This is an optimization exercise on Yosys and OpenROAD, whose aim is small area, a short achievable clock period and few clock cycles per item, not a production implementation. Where RTL was checked, it was by simulation tests only, not by an equivalence proof against the original.

Design sha256_1, start of the top module:
module sha256_1(
	input  wire         CLK,
	input  wire         RST,
	input  wire         write_en,
	input  wire [639:0] block_in,
	input  wire [255:0] digest_in,
	output wire [255:0] digest_out_1,
	output wire [255:0] digest_out_2,
	output wire         valid_out
);
Size: about 4000 cells after synthesis, roughly 880 flip-flops, ~1400 I/O pins, ~43000 um2 of cells after synthesis.
==> flow/config.mk <==
export PLATFORM = sky130hd
export DESIGN_NAME = sha256_1
export DESIGN_NICKNAME = sha256_1
export VERILOG_FILES = /design/flow/design.v
export SDC_FILE = /design/flow/constraint.sdc
export NUM_CORES = 4
export LEC_CHECK = 0
export CAP_MARGIN = 20
export CORE_AREA = 5 5 335 335
export DIE_AREA = 0 0 340 340
export PLACE_DENSITY = 0.75
export SLEW_MARGIN = 20
==> flow/constraint.sdc <==
create_clock -name core_clock -period 15.0 [get_ports {CLK}]
set_input_delay 3.0000 -clock core_clock [delete_from_list [all_inputs] [get_ports {CLK}]]
set_output_delay 3.0000 -clock core_clock [all_outputs]
set_load 0.01 [all_outputs]
standard.sh (not shown) runs the stock make flow with config.mk's settings and CLKGATE_MAP_FILE= SYNTH_SCRIPT=/design/flow/synth_recipe.tcl, a recipe that flattens the netlist after the stock synthesis.
==> flow/flow/run.sh <==
#!/bin/bash
# Standard layout, with the port buffers made of the smallest buffer cell.
set -euo pipefail
export BUFFER_PORTS_ARGS="-buffer_cell sky130_fd_sc_hd__buf_1"
export SETUP_SLACK_MARGIN=10.0
export PLACE_PINS_ARGS="-min_distance 1 -min_distance_in_tracks"
bash standard.sh > standard_flow.log 2>&1
Rerun with:
--- a/flow/design.v
+++ b/flow/design.v
@@ -75,35 +75,34 @@
 		7'd5: bw = block_in[479:448];
 		7'd6: bw = block_in[447:416];
 		7'd7: bw = block_in[415:384];
 		7'd8: bw = block_in[383:352];
 		7'd9: bw = block_in[351:320];
 		7'd10: bw = block_in[319:288];
 		7'd11: bw = block_in[287:256];
 		7'd12: bw = block_in[255:224];
 		7'd13: bw = block_in[223:192];
 		7'd14: bw = block_in[191:160];
 		7'd15: bw = block_in[159:128];
-		7'd64, 7'd65, 7'd66, 7'd67: bw = 32'd0;
+		7'd64, 7'd65, 7'd66, 7'd67: bw = he;
 		7'd68: bw = block_in[127:96];
 		7'd69: bw = block_in[95:64];
 		7'd70: bw = block_in[63:32];
 		7'd71: bw = block_in[31:0];
 		default: bw = wsum;
 		endcase
 	end
 	wire [5:0]  kidx = cnt[6] ? {4'd0, cnt[1:0]} : cnt[5:0];
 	wire        kon  = !cnt[6] || (cnt[6:2] == 5'b10001);
 	wire [63:0] koh  = (64'd1 << kidx) & {64{kon}};
 	wire [31:0] kv;
-	wire        hek  = (cnt[6:2] == 5'b10000);
 	assign kv[0] = |(koh & 64'h62d85ba9fa114abe);
 	assign kv[1] = |(koh & 64'hf3f10a68b9b66c14);
 	assign kv[2] = |(koh & 64'h474d60d5aa5ef4cc);
 	assign kv[3] = |(koh & 64'h3b66126606f82515);
 	assign kv[4] = |(koh & 64'hd499943e51c0b5b3);
 	assign kv[5] = |(koh & 64'hf398ad669230f468);
 	assign kv[6] = |(koh & 64'hf3e48614ffddb8b4);
 	assign kv[7] = |(koh & 64'hf19849a51cef6def);
 	assign kv[8] = |(koh & 64'h52854c5efd4fbe2d);
 	assign kv[9] = |(koh & 64'h5be426315e0243dd);
 	assign kv[10] = |(koh & 64'h309e628c0e365c83);
@@ -143,23 +142,23 @@
 	wire [31:0] qc = ((xs & xc) | (xs & d) | (xc & d)) << 1;
 	wire [31:0] enew = add32(qs, qc);
 	integer i;
 	always @(posedge CLK) begin
 		for (i = 0; i < 15; i = i + 1) wr[i] <= wr[i+1];
 		wr[15] <= bw;
 		if (capc) begin
 			wr[7] <= d;
 			wr[3] <= h;
 		end
 		hra <= ha;
-		kr  <= kv | (he & {32{hek}});
+		kr  <= kv;
 		pk  <= add32(g ^ kr ^ wr[15], ((g & kr) | (g & wr[15]) | (kr & wr[15])) << 1);
 		a <= ldc ? al : ffc ? wsum : anew;
 		b <= a;
 		c <= ldc ? ah : b;
 		d <= c;
 		e <= ldc ? el : ffc ? pk : enew;
 		f <= e;
 		g <= ldc ? eh : f;
 		h <= g;
 	end
 	assign valid_out = valid_r;
=> The new run finished with timing, DRC and antenna clean. Critical path depth is unchanged. Global-route usage came out lower by 2.3 points. Synthesized cell count came out lower by 0.97%. Final cell count came out lower by 1.4%. Design area came out lower by 1.5%. Count of clock-buffer cells in the layout came out higher by 9. Setup slack is worse by 0.0035 ns. Sequential cell count is unchanged. Core utilization came out lower by 0.76 points. Die area is unchanged. Register-to-register slack barely changes. Wire length came out lower by 5.7%.
Testbench counts after the change, summed over its fixed seeds: cycles 14,208, items 192.
Only the layout flow was run in the first run of this note; the RTL was not checked for function there.

* * *

v34:
sha256_1, a different RTL version from the one above (not shown whole).
Size: about 4100 cells after synthesis, about 1400 I/O pins.
export LEC_CHECK = 0
export CAP_MARGIN = 20
export CORE_AREA = 5 5 485 485
export DIE_AREA = 0 0 490 490
export PLACE_DENSITY = 0.75
export SLEW_MARGIN = 20
create_clock -name core_clock -period 15.0 [get_ports {CLK}]
==> flow/flow/run.sh <==
#!/bin/bash
# Standard layout, with the port buffers made of the smallest buffer cell.
set -euo pipefail
export BUFFER_PORTS_ARGS="-buffer_cell sky130_fd_sc_hd__buf_1"
export SETUP_SLACK_MARGIN=10.0
bash standard.sh > standard_flow.log 2>&1
v34: PASS, flow complete, no timing, DRC or antenna violations
Testbench counts of v34, summed over its fixed seeds: cycles 14,208, items 192.
Input changes introduced in v13 (baseline for comparison: v34):
diff --git a/flow/design.v b/flow/design.v
--- a/flow/design.v
+++ b/flow/design.v
@@ -59,15 +59,16 @@
 	wire [31:0] he = se[1] ? el : eh;
 	wire [31:0] s0w = {wr[1][6:0], wr[1][31:7]} ^ {wr[1][17:0], wr[1][31:18]} ^ (wr[1] >> 3);
 	wire [31:0] s1w = {wr[14][16:0], wr[14][31:17]} ^ {wr[14][18:0], wr[14][31:19]} ^ (wr[14] >> 10);
 	wire [31:0] ws0 = s1w ^ wr[9] ^ s0w;
 	wire [31:0] wc0 = ((s1w & wr[9]) | (s1w & s0w) | (wr[9] & s0w)) << 1;
 	wire [31:0] ws1 = ws0 ^ wc0 ^ wr[0];
 	wire [31:0] wc1 = ((ws0 & wc0) | (ws0 & wr[0]) | (wc0 & wr[0])) << 1;
-	wire [31:0] wsum = add32(ffc ? d : ws1, ffc ? hra : wc1);
+	wire [31:0] wsum = add32(ws1, wc1);
+	wire [31:0] ffa = add32(d, hra);
 	reg  [31:0] bw;
 	always @* begin
 		case (cnt)
 		7'd0: bw = block_in[639:608];
 		7'd1: bw = block_in[607:576];
 		7'd2: bw = block_in[575:544];
 		7'd3: bw = block_in[543:512];
@@ -186,15 +187,15 @@
 		if (capc) begin
 			wr[7] <= d;
 			wr[3] <= h;
 		end
 		hra <= ha;
 		kr  <= kv;
 		pk  <= add32(g ^ kr ^ wr[15], ((g & kr) | (g & wr[15]) | (kr & wr[15])) << 1);
-		a <= ldc ? al : ffc ? wsum : anew;
+		a <= ldc ? al : ffc ? ffa : anew;
 		b <= a;
 		c <= ldc ? ah : b;
 		d <= c;
 		e <= ldc ? el : ffc ? pk : enew;
 		f <= e;
 		g <= ldc ? eh : f;
 		h <= g;
### Flow results
Start point of the critical path: wr[14][12] -> v13, a[10] -> v34
Of v13 and v34, the lower worst setup slack belongs to v13.
First-iteration DRC count on v13 is behind v34.
From v34 to v13 the numbers moved as follows: data arrival time of the critical path now sits higher, proportion of cell area occupied by multi-input gates now sits at about the same level.
Looking at met1 global-route usage, v13 sits 6.5 points higher than v34 does.
Fraction of final layout cells sized beyond drive strength 1: v13 and v34 compared, higher one is v34
Comparing v13 against v34, there is no change at all in setup TNS.
The end point of the critical path comes out digest_out_2[234] in one run and wr[15][17] in the other, namely in v34 and v13 respectively.
Going from v34 to v13, synthesized instance count grew slightly.
Against v34, routed wire length in v13 came out worse.
Of v13 and v34, v13 shows the lower area used by sequential logic in the layout, with v34 above it.
When the final numbers for v13 and v34 were put side by side, the post-placement worst setup slack turned out to be greater in v34.
The RTL of v13 was laid out without a check of its function.

* * *

## before
The RTL this note starts from:
==> flow/design.v <==
module sha256_1(
	input  wire         CLK,
	input  wire         RST,
	input  wire         write_en,
	input  wire [639:0] block_in,
	input  wire [255:0] digest_in,
	output wire [255:0] digest_out_1,
	output wire [255:0] digest_out_2,
	output wire         valid_out
);
	localparam [6:0] LAST = 7'd73;
	reg  [6:0]  cnt;
	reg         valid_r;
	reg  [31:0] a, b, c, d, e, f, g, h;
	reg  [31:0] wr [0:15];
	reg  [31:0] pk;
	reg  [31:0] kr;
	reg  [31:0] hra;
	function [31:0] add32(input [31:0] x, input [31:0] y);
		reg [31:0] gg, pp;
		integer l, i, k;
		begin
			gg = x & y;
			pp = x ^ y;
			for (l = 0; l < 5; l = l + 1)
				for (i = 0; i < 32; i = i + 1)
					if ((i >> l) & 1) begin
						k = ((i >> l) << l) - 1;
						gg[i] = gg[i] | (pp[i] & gg[k]);
						pp[i] = pp[i] & pp[k];
					end
			add32 = x ^ y ^ {gg[30:0], 1'b0};
		end
	endfunction
	always @(posedge CLK or negedge RST) begin
		if (!RST) begin
			cnt     <= 7'd0;
			valid_r <= 1'b0;
		end else if (!write_en) begin
			cnt     <= 7'd0;
			valid_r <= 1'b0;
		end else if (cnt == LAST) begin
			cnt     <= 7'd0;
			valid_r <= 1'b1;
		end else begin
			cnt     <= cnt + 7'd1;
			valid_r <= 1'b0;
		end
	end
	wire ldc  = (cnt < 7'd2);
	wire ffc  = (cnt >= 7'd66) && (cnt <= 7'd69);
	wire capc = (cnt >= 7'd70);
	wire [1:0] sa = cnt[1:0] + {cnt[6], cnt[6]};
	wire [1:0] se = cnt[1:0];
	wire [31:0] al = sa[0] ? digest_in[255:224] : digest_in[223:192];
	wire [31:0] ah = sa[0] ? digest_in[191:160] : digest_in[159:128];
	wire [31:0] ha = sa[1] ? al : ah;
	wire [31:0] el = se[0] ? digest_in[127:96] : digest_in[95:64];
	wire [31:0] eh = se[0] ? digest_in[63:32]  : digest_in[31:0];
	wire [31:0] he = se[1] ? el : eh;
	wire [31:0] s0w = {wr[1][6:0], wr[1][31:7]} ^ {wr[1][17:0], wr[1][31:18]} ^ (wr[1] >> 3);
	wire [31:0] s1w = {wr[14][16:0], wr[14][31:17]} ^ {wr[14][18:0], wr[14][31:19]} ^ (wr[14] >> 10);
	wire [31:0] ws0 = s1w ^ wr[9] ^ s0w;
	wire [31:0] wc0 = ((s1w & wr[9]) | (s1w & s0w) | (wr[9] & s0w)) << 1;
	wire [31:0] ws1 = ws0 ^ wc0 ^ wr[0];
	wire [31:0] wc1 = ((ws0 & wc0) | (ws0 & wr[0]) | (wc0 & wr[0])) << 1;
	wire [31:0] wsum = add32(ffc ? d : ws1, ffc ? hra : wc1);
	reg  [31:0] bw;
	always @* begin
		case (cnt)
		7'd0: bw = block_in[639:608];
		7'd1: bw = block_in[607:576];
		7'd2: bw = block_in[575:544];
		7'd3: bw = block_in[543:512];
		7'd4: bw = block_in[511:480];
		7'd5: bw = block_in[479:448];
		7'd6: bw = block_in[447:416];
		7'd7: bw = block_in[415:384];
		7'd8: bw = block_in[383:352];
		7'd9: bw = block_in[351:320];
		7'd10: bw = block_in[319:288];
		7'd11: bw = block_in[287:256];
		7'd12: bw = block_in[255:224];
		7'd13: bw = block_in[223:192];
		7'd14: bw = block_in[191:160];
		7'd15: bw = block_in[159:128];
		7'd64, 7'd65, 7'd66, 7'd67: bw = he;
		7'd68: bw = block_in[127:96];
		7'd69: bw = block_in[95:64];
		7'd70: bw = block_in[63:32];
		7'd71: bw = block_in[31:0];
		default: bw = wsum;
		endcase
	end
	reg [31:0] kv;
	always @* begin
		case (cnt)
		7'd0: kv = 32'h428a2f98;
		7'd1: kv = 32'h71374491;
		7'd2: kv = 32'hb5c0fbcf;
		7'd3: kv = 32'he9b5dba5;
		7'd4: kv = 32'h3956c25b;
		7'd5: kv = 32'h59f111f1;
		7'd6: kv = 32'h923f82a4;
		7'd7: kv = 32'hab1c5ed5;
		7'd8: kv = 32'hd807aa98;
		7'd9: kv = 32'h12835b01;
		7'd10: kv = 32'h243185be;
		7'd11: kv = 32'h550c7dc3;
		7'd12: kv = 32'h72be5d74;
		7'd13: kv = 32'h80deb1fe;
		7'd14: kv = 32'h9bdc06a7;
		7'd15: kv = 32'hc19bf174;
		7'd16: kv = 32'he49b69c1;
		7'd17: kv = 32'hefbe4786;
		7'd18: kv = 32'h0fc19dc6;
		7'd19: kv = 32'h240ca1cc;
		7'd20: kv = 32'h2de92c6f;
		7'd21: kv = 32'h4a7484aa;
		7'd22: kv = 32'h5cb0a9dc;
		7'd23: kv = 32'h76f988da;
		7'd24: kv = 32'h983e5152;
		7'd25: kv = 32'ha831c66d;
		7'd26: kv = 32'hb00327c8;
		7'd27: kv = 32'hbf597fc7;
		7'd28: kv = 32'hc6e00bf3;
		7'd29: kv = 32'hd5a79147;
		7'd30: kv = 32'h06ca6351;
		7'd31: kv = 32'h14292967;
		7'd32: kv = 32'h27b70a85;
		7'd33: kv = 32'h2e1b2138;
		7'd34: kv = 32'h4d2c6dfc;
		7'd35: kv = 32'h53380d13;
		7'd36: kv = 32'h650a7354;
		7'd37: kv = 32'h766a0abb;
		7'd38: kv = 32'h81c2c92e;
		7'd39: kv = 32'h92722c85;
		7'd40: kv = 32'ha2bfe8a1;
		7'd41: kv = 32'ha81a664b;
		7'd42: kv = 32'hc24b8b70;
		7'd43: kv = 32'hc76c51a3;
		7'd44: kv = 32'hd192e819;
		7'd45: kv = 32'hd6990624;
		7'd46: kv = 32'hf40e3585;
		7'd47: kv = 32'h106aa070;
		7'd48: kv = 32'h19a4c116;
		7'd49: kv = 32'h1e376c08;
		7'd50: kv = 32'h2748774c;
		7'd51: kv = 32'h34b0bcb5;
		7'd52: kv = 32'h391c0cb3;
		7'd53: kv = 32'h4ed8aa4a;
		7'd54: kv = 32'h5b9cca4f;
		7'd55: kv = 32'h682e6ff3;
		7'd56: kv = 32'h748f82ee;
		7'd57: kv = 32'h78a5636f;
		7'd58: kv = 32'h84c87814;
		7'd59: kv = 32'h8cc70208;
		7'd60: kv = 32'h90befffa;
		7'd61: kv = 32'ha4506ceb;
		7'd62: kv = 32'hbef9a3f7;
		7'd63: kv = 32'hc67178f2;
		7'd68: kv = 32'h428a2f98;
		7'd69: kv = 32'h71374491;
		7'd70: kv = 32'hb5c0fbcf;
		7'd71: kv = 32'he9b5dba5;
		default: kv = 32'h00000000;
		endcase
	end
	wire [31:0] S1  = {e[5:0], e[31:6]} ^ {e[10:0], e[31:11]} ^ {e[24:0], e[31:25]};
	wire [31:0] S0  = {a[1:0], a[31:2]} ^ {a[12:0], a[31:13]} ^ {a[21:0], a[31:22]};
	wire [31:0] CH  = (e & f) ^ (~e & g);
	wire [31:0] MAJ = (a & b) | (a & c) | (b & c);
	wire [31:0] xs = pk ^ S1 ^ CH;
	wire [31:0] xc = ((pk & S1) | (pk & CH) | (S1 & CH)) << 1;
	wire [31:0] zs = xs ^ xc ^ S0;
	wire [31:0] zc = ((xs & xc) | (xs & S0) | (xc & S0)) << 1;
	wire [31:0] os = zs ^ zc ^ MAJ;
	wire [31:0] oc = ((zs & zc) | (zs & MAJ) | (zc & MAJ)) << 1;
	wire [31:0] anew = add32(os, oc);
	wire [31:0] qs = xs ^ xc ^ d;
	wire [31:0] qc = ((xs & xc) | (xs & d) | (xc & d)) << 1;
	wire [31:0] enew = add32(qs, qc);
	integer i;
	always @(posedge CLK) begin
		for (i = 0; i < 15; i = i + 1) wr[i] <= wr[i+1];
		wr[15] <= bw;
		if (capc) begin
			wr[7] <= d;
			wr[3] <= h;
		end
		hra <= ha;
		kr  <= kv;
		pk  <= add32(g ^ kr ^ wr[15], ((g & kr) | (g & wr[15]) | (kr & wr[15])) << 1);
		a <= ldc ? al : ffc ? wsum : anew;
		b <= a;
		c <= ldc ? ah : b;
		d <= c;
		e <= ldc ? el : ffc ? pk : enew;
		f <= e;
		g <= ldc ? eh : f;
		h <= g;
	end
	assign valid_out = valid_r;
	assign digest_out_2 = {a, b, c, d, e, f, g, h};
	assign digest_out_1 = {wr[7], wr[6], wr[5], wr[4], wr[3], wr[2], wr[1], wr[0]};
endmodule
export LEC_CHECK = 0
export CAP_MARGIN = 20
export CORE_AREA = 5 5 485 485
export DIE_AREA = 0 0 490 490
export PLACE_DENSITY = 0.6
export SLEW_MARGIN = 20
create_clock -name core_clock -period 15.0 [get_ports {CLK}]
==> flow/flow/run.sh <==
#!/bin/bash
# Standard layout, with the port buffers made of the smallest buffer cell.
set -euo pipefail
export BUFFER_PORTS_ARGS="-buffer_cell sky130_fd_sc_hd__buf_1"
export SETUP_SLACK_MARGIN=10.5
bash standard.sh > standard_flow.log 2>&1
#### Input delta (after over before)
--- a/flow/design.v
+++ b/flow/design.v
@@ -32,24 +32,23 @@
 			add32 = x ^ y ^ {gg[30:0], 1'b0};
 		end
 	endfunction
+	wire [6:0] cnt_n = (!write_en || cnt == LAST) ? 7'd0 : cnt + 7'd1;
+	reg ldc, ffc, capc;
 	always @(posedge CLK or negedge RST) begin
 		if (!RST) begin
 			cnt     <= 7'd0;
 			valid_r <= 1'b0;
-		end else if (!write_en) begin
-			cnt     <= 7'd0;
-			valid_r <= 1'b0;
-		end else if (cnt == LAST) begin
-			cnt     <= 7'd0;
-			valid_r <= 1'b1;
+			ldc     <= 1'b1;
+			ffc     <= 1'b0;
+			capc    <= 1'b0;
 		end else begin
-			cnt     <= cnt + 7'd1;
-			valid_r <= 1'b0;
+			cnt     <= cnt_n;
+			valid_r <= write_en && cnt == LAST;
+			ldc     <= cnt_n < 7'd2;
+			ffc     <= cnt_n >= 7'd66 && cnt_n <= 7'd69;
+			capc    <= cnt_n >= 7'd70;
 		end
 	end
-	wire ldc  = (cnt < 7'd2);
-	wire ffc  = (cnt >= 7'd66) && (cnt <= 7'd69);
-	wire capc = (cnt >= 7'd70);
 	wire [1:0] sa = cnt[1:0] + {cnt[6], cnt[6]};
 	wire [1:0] se = cnt[1:0];
 	wire [31:0] al = sa[0] ? digest_in[255:224] : digest_in[223:192];
==> comparison <==
Between after and before, it is after whose worst hold slack is lower, by 0.0093 ns. after against before: synthesis-to-finish area growth up 2.7 points; setup slack at placement up 1.07 ns. after improves on before in total length of routed wires. Status: die area parity (after, before). Post-layout instance count excluding filler cells: after < before. | clock transition at the registers of the reported paths | after vs before | ≈ equal |. after has first-pass GRT wire length below what before had.
Testbench counts of after, summed over its fixed seeds: cycles 14,208, items 192.
The RTL of before was laid out without a check of its function.

[re-timing with driven ports]
The results above use ideal ports. As a check the final layouts listed here were re-extracted and re-timed, cells and wires unchanged. Step 1, drivers: a clkbuf_16 drives CLK and a buf_2 each remaining input, both assumed. Step 2 moves the port delays by t, midway between the first and last clock arrival at a register: inputs arrive t later, outputs are due t later. That takes back most of the time a late clock gives input paths. a / b / c = no drivers / after step 1 / after step 2; a / b = the first two.
run | shift t [ns] | setup WS [ns] | worst setup path after step 2 | cell pins on the clock port's net
the first run of note 1 | 0.726 | 10.067 / 10.067 / 9.736 | input to register | 1
the second run of note 1 | 0.730 | 10.064 / 10.064 / 9.393 | input to register | 1
v34 | 0.808 | 10.021 / 9.935 / 9.314 | input to register | 1
v13 | 0.840 | 10.008 / 9.956 / 9.260 | input to register | 1
before | 0.788 | 10.273 / 10.273 / 9.658 | input to register | 1
after | 0.837 | 10.307 / 10.307 / 9.555 | input to register | 1
After both steps every run listed still meets setup and hold. For after, which loses most, drivers alone change the setup slack by 0.000 ns; drivers and shift together by -0.752 ns.
